Source: an optimization exercise on an open RTL-to-GDS flow (aim: small area). Production flows keep margins and buffers that such runs may drop. RTL that was checked went through simulation tests only; none was proved equivalent to the original. No activity file was given, so power comes from the tool's default toggle rates.

==> flow/design.v (excerpt) <==
module sid_top(
	output DAC_clk,
	output DAC_le,
	output DAC_dat_1,
	output DAC_dat_2,
	input [5:0] addr,
	input [7:0] bus_in,
	output reg [7:0] bus_out,
	input bus_cyc,
	input bus_we,
	input clk,
	input rst
);
clock: 15.0 ns
lec_check: 0
abc_area: 1
cap_margin: 20
core_margin: 2
core_utilization: 60
slew_margin: 20
standard.sh (not shown) runs the stock make flow with config.mk's settings and CLKGATE_MAP_FILE= SYNTH_SCRIPT=/design/flow/synth_recipe.tcl, a recipe that flattens the netlist after the stock synthesis.
==> flow/flow/run.sh <==
#!/bin/bash
# The standard layout, with clock tree synthesis told not to add dummy loads
# (cells that only balance the clock tree) and to use small leaf buffers.
set -euo pipefail
export CTS_ARGS="-sink_clustering_enable -repair_clock_nets -dont_use_dummy_load -buf_list sky130_fd_sc_hd__clkbuf_4 -sink_clustering_size 9 -sink_clustering_max_diameter 45"
bash standard.sh > standard_flow.log 2>&1
Change:
==> flow/flow/run.sh (replaced) <==
#!/bin/bash
# The standard layout, with clock tree synthesis told not to add dummy loads
# (cells that only balance the clock tree) and to use small leaf buffers.
set -euo pipefail
export CTS_ARGS="-sink_clustering_enable -repair_clock_nets -dont_use_dummy_load -buf_list sky130_fd_sc_hd__clkbuf_4 -sink_clustering_size 10 -sink_clustering_max_diameter 50"
bash standard.sh > standard_flow.log 2>&1
- ABC_AREA: 1 -> default
- CORE_UTILIZATION: 60 -> 40
What happened:
- clock skew stays flat
- wire length stays flat
- total power goes down by a few percent
- non-clock buffer count went up by 1
- setup slack is better by 0.023 ns
- final cell count barely changes
- synthesized cell count came out lower by roughly a tenth
- cell area climbs slightly
- global-route usage is lower by 11 points
- die area rose by well over a third

* * *

sid_top, a different RTL version from the one above (not shown whole).
For scale: ~780 flip-flops, about 30 I/O pins, ~46,000 um2 of cells after synthesis.
clock: 15.0 ns
lec_check: 0
cap_margin: 20
core_margin: 2
core_utilization: 40
slew_margin: 20
==> flow/flow/run.sh <==
#!/bin/bash
# The standard layout, with clock tree synthesis told not to add dummy loads
# (cells that only balance the clock tree) and to use small leaf buffers.
set -euo pipefail
export CTS_ARGS="-sink_clustering_enable -repair_clock_nets -dont_use_dummy_load -buf_list {sky130_fd_sc_hd__clkbuf_2 sky130_fd_sc_hd__clkbuf_4} -sink_clustering_size 6 -sink_clustering_max_diameter 30"
bash standard.sh > standard_flow.log 2>&1
Next try:
==> flow/flow/run.sh (replaced) <==
#!/bin/bash
# The standard layout, with clock tree synthesis told not to add dummy loads
# (cells that only balance the clock tree) and to use small leaf buffers.
set -euo pipefail
export CTS_ARGS="-sink_clustering_enable -repair_clock_nets -dont_use_dummy_load -buf_list sky130_fd_sc_hd__clkbuf_4 -sink_clustering_size 8 -sink_clustering_max_diameter 40"
bash standard.sh > standard_flow.log 2>&1
Clock-buffer cell count is lower by 51. Combinational power hardly moves. Die area is unchanged. Hold slack improves by 35 ps. Wire length barely changes. Worst setup slack is worse by 53 ps. Final area decreases by 0.82%.

* * *

## raven
sid_top with an RTL version that a note above also has.
For scale: ~780 flip-flops, ~0.046 mm² of cells after synthesis.
clock: 15.0 ns
lec_check: 0
abc_area: 1
cap_margin: 20
core_margin: 2
core_utilization: 40
slew_margin: 20
==> flow/flow/run.sh <==
#!/bin/bash
# The standard layout, with clock tree synthesis told not to add dummy loads
# (cells that only balance the clock tree) and to use small leaf buffers.
set -euo pipefail
export CTS_ARGS="-sink_clustering_enable -repair_clock_nets -dont_use_dummy_load -buf_list sky130_fd_sc_hd__clkbuf_4 -sink_clustering_size 9 -sink_clustering_max_diameter 45"
bash standard.sh > standard_flow.log 2>&1
The flow did not stop early for raven: all stages ran, and the layout cleared the timing, DRC and antenna checks.
[inputs] willow vs raven
==> flow/flow/run.sh <==
#!/bin/bash
# The standard layout, with two changes:
# - clock tree synthesis adds no dummy loads (cells that only balance the clock
#   tree) and uses small leaf buffers;
# - the buffer that every input and output port gets is the smallest buffer cell
#   rather than a delay buffer (the resizer may still upsize it).
set -euo pipefail
export CTS_ARGS="-sink_clustering_enable -repair_clock_nets -dont_use_dummy_load -buf_list sky130_fd_sc_hd__clkbuf_4 -sink_clustering_size 9 -sink_clustering_max_diameter 45"
export BUFFER_PORTS_ARGS="-buffer_cell sky130_fd_sc_hd__buf_1"
bash standard.sh > standard_flow.log 2>&1
- willow and raven ended up with nearly the same combinational power.
- Per the comparison of willow with raven, maximum clock frequency shrank by 0.61%, final area was more or less identical.
- The fraction of power consumed by the clock network of willow and that of raven are within noise of each other.
- Arrival time at the worst endpoint: willow vs raven up 60 ps
- Source-to-sink clock delay at the later pin of the worst-skew pair: willow > raven
- willow vs raven on required time of the critical path: willow is the lower one.
- willow vs raven: wire length down slightly
Input changes introduced in harbor (baseline for comparison: willow):
==> flow/flow/run.sh <==
#!/bin/bash
# The standard layout, with clock tree synthesis told not to add dummy loads
# (cells that only balance the clock tree) and to use small leaf buffers.
set -euo pipefail
export CTS_ARGS="-sink_clustering_enable -repair_clock_nets -dont_use_dummy_load -buf_list sky130_fd_sc_hd__clkbuf_4 -sink_clustering_size 8 -sink_clustering_max_diameter 40"
bash standard.sh > standard_flow.log 2>&1
Findings:
Compared with willow, harbor shows starting DRC count in detailed routing higher by 2.6%. harbor has first-pass GRT wire length above what willow had. Final cell area: harbor above willow. harbor and willow ended up with nearly the same final-layout non-clock buffer area share. Setup slack in harbor is larger than in willow. harbor vs. willow: global routing usage on met2 held steady, total wire length after detailed routing increased about 1.3%. Comparing the two runs side by side, harbor comes out ahead of willow on shortest clock period the worst path allows after layout.

* * *

Another version of the RTL of sid_top (not shown whole).
Size: ~5700 cells after synthesis, ~790 flip-flops, roughly 30 I/O pins, about 51000 um^2 of cells after synthesis.
export LEC_CHECK = 0
export CAP_MARGIN = 0
export CORE_MARGIN = 2
export CORE_UTILIZATION = 40
export SLEW_MARGIN = 0
create_clock -name core_clock -period 15.0 [get_ports {clk}]
==> flow/flow/run.sh <==
#!/bin/bash
# The standard layout, with clock tree synthesis told not to add dummy loads
# (cells that only balance the clock tree) and to use small leaf buffers.
set -euo pipefail
export CTS_ARGS="-sink_clustering_enable -repair_clock_nets -dont_use_dummy_load -buf_list sky130_fd_sc_hd__clkbuf_4 -sink_clustering_size 8 -sink_clustering_max_diameter 40"
bash standard.sh > standard_flow.log 2>&1
==> next run, changes <==
--- a/flow/config.mk
+++ b/flow/config.mk
@@ -6,6 +6,6 @@
 export NUM_CORES = 4
 export LEC_CHECK = 0
-export CAP_MARGIN = 0
+export CAP_MARGIN = 20
 export CORE_MARGIN = 2
 export CORE_UTILIZATION = 40
-export SLEW_MARGIN = 0
+export SLEW_MARGIN = 20
After rerunning:
- With this change the flow completed and failed the layout checks on slew limit
- combinational power is about the same
- clock skew came out lower by 0.019 ns
- cell area is about the same
No functional check of the RTL was part of any run of this note.

* * *

sid_top, a different RTL version from the one above (not shown whole).
Size: ~5,600 cells after synthesis, roughly 780 flip-flops, about 50,000 µm² of cells after synthesis.
export LEC_CHECK = 0
export CAP_MARGIN = 10
export CORE_MARGIN = 2
export CORE_UTILIZATION = 40
export SLEW_MARGIN = 10
create_clock -name core_clock -period 15.0 [get_ports {clk}]
Scripts as last shown in full above: flow/flow/run.sh
The baseline completed with no timing, DRC or antenna violations.
Change:
--- a/flow/config.mk
+++ b/flow/config.mk
@@ -6,6 +6,6 @@
 export NUM_CORES = 4
 export LEC_CHECK = 0
-export CAP_MARGIN = 10
+export CAP_MARGIN = 20
 export CORE_MARGIN = 2
 export CORE_UTILIZATION = 40
-export SLEW_MARGIN = 10
+export SLEW_MARGIN = 20
After rerunning:
- sequential share of layout area stays flat
- area after synthesis is unchanged
- worst setup slack gains 0.044 ns
- core utilization stays flat
- die area does not change
- wire length stays flat

what the ideal ports hide:
The results above use ideal ports. As a check the final layouts listed here were re-extracted and re-timed, cells and wires unchanged. Step 1 assumes that a clkbuf_16 drives the clock port and a buf_2 every other input. Step 2 adds t to the input delays and takes it off the output delays; t is the mean of the earliest and latest rising clock arrival at the registers after step 1. Input paths then give back, and output paths get back, about the clock's delay inside the block. Slacks: no drivers / after step 1 / after step 2; pairs: no drivers / after step 1.
run	t (ns)	slack for setup (ns)	worst slew at a driven data input, ns
the first run of note 1	0.996	0.621 / 0.621 / 0.621	0.05
the second run of note 1	1.036	0.643 / 0.643 / 0.643	0.05
the first run of note 2	1.107	0.717 / 0.717 / 0.717	0.08
the second run of note 2	1.060	0.664 / 0.664 / 0.664	0.08
raven	1.017	0.698 / 0.698 / 0.698	0.06
willow	1.009	0.610 / 0.610 / 0.610	0.07
harbor	1.114	0.701 / 0.701 / 0.701	0.06
the first run of note 4	1.111	3.002 / 3.002 / 3.002	0.19
the second run of note 4	1.152	3.094 / 3.094 / 3.094	0.18
the first run of note 5	1.126	2.423 / 2.423 / 2.423	0.19
the second run of note 5	1.090	2.467 / 2.467 / 2.467	0.18
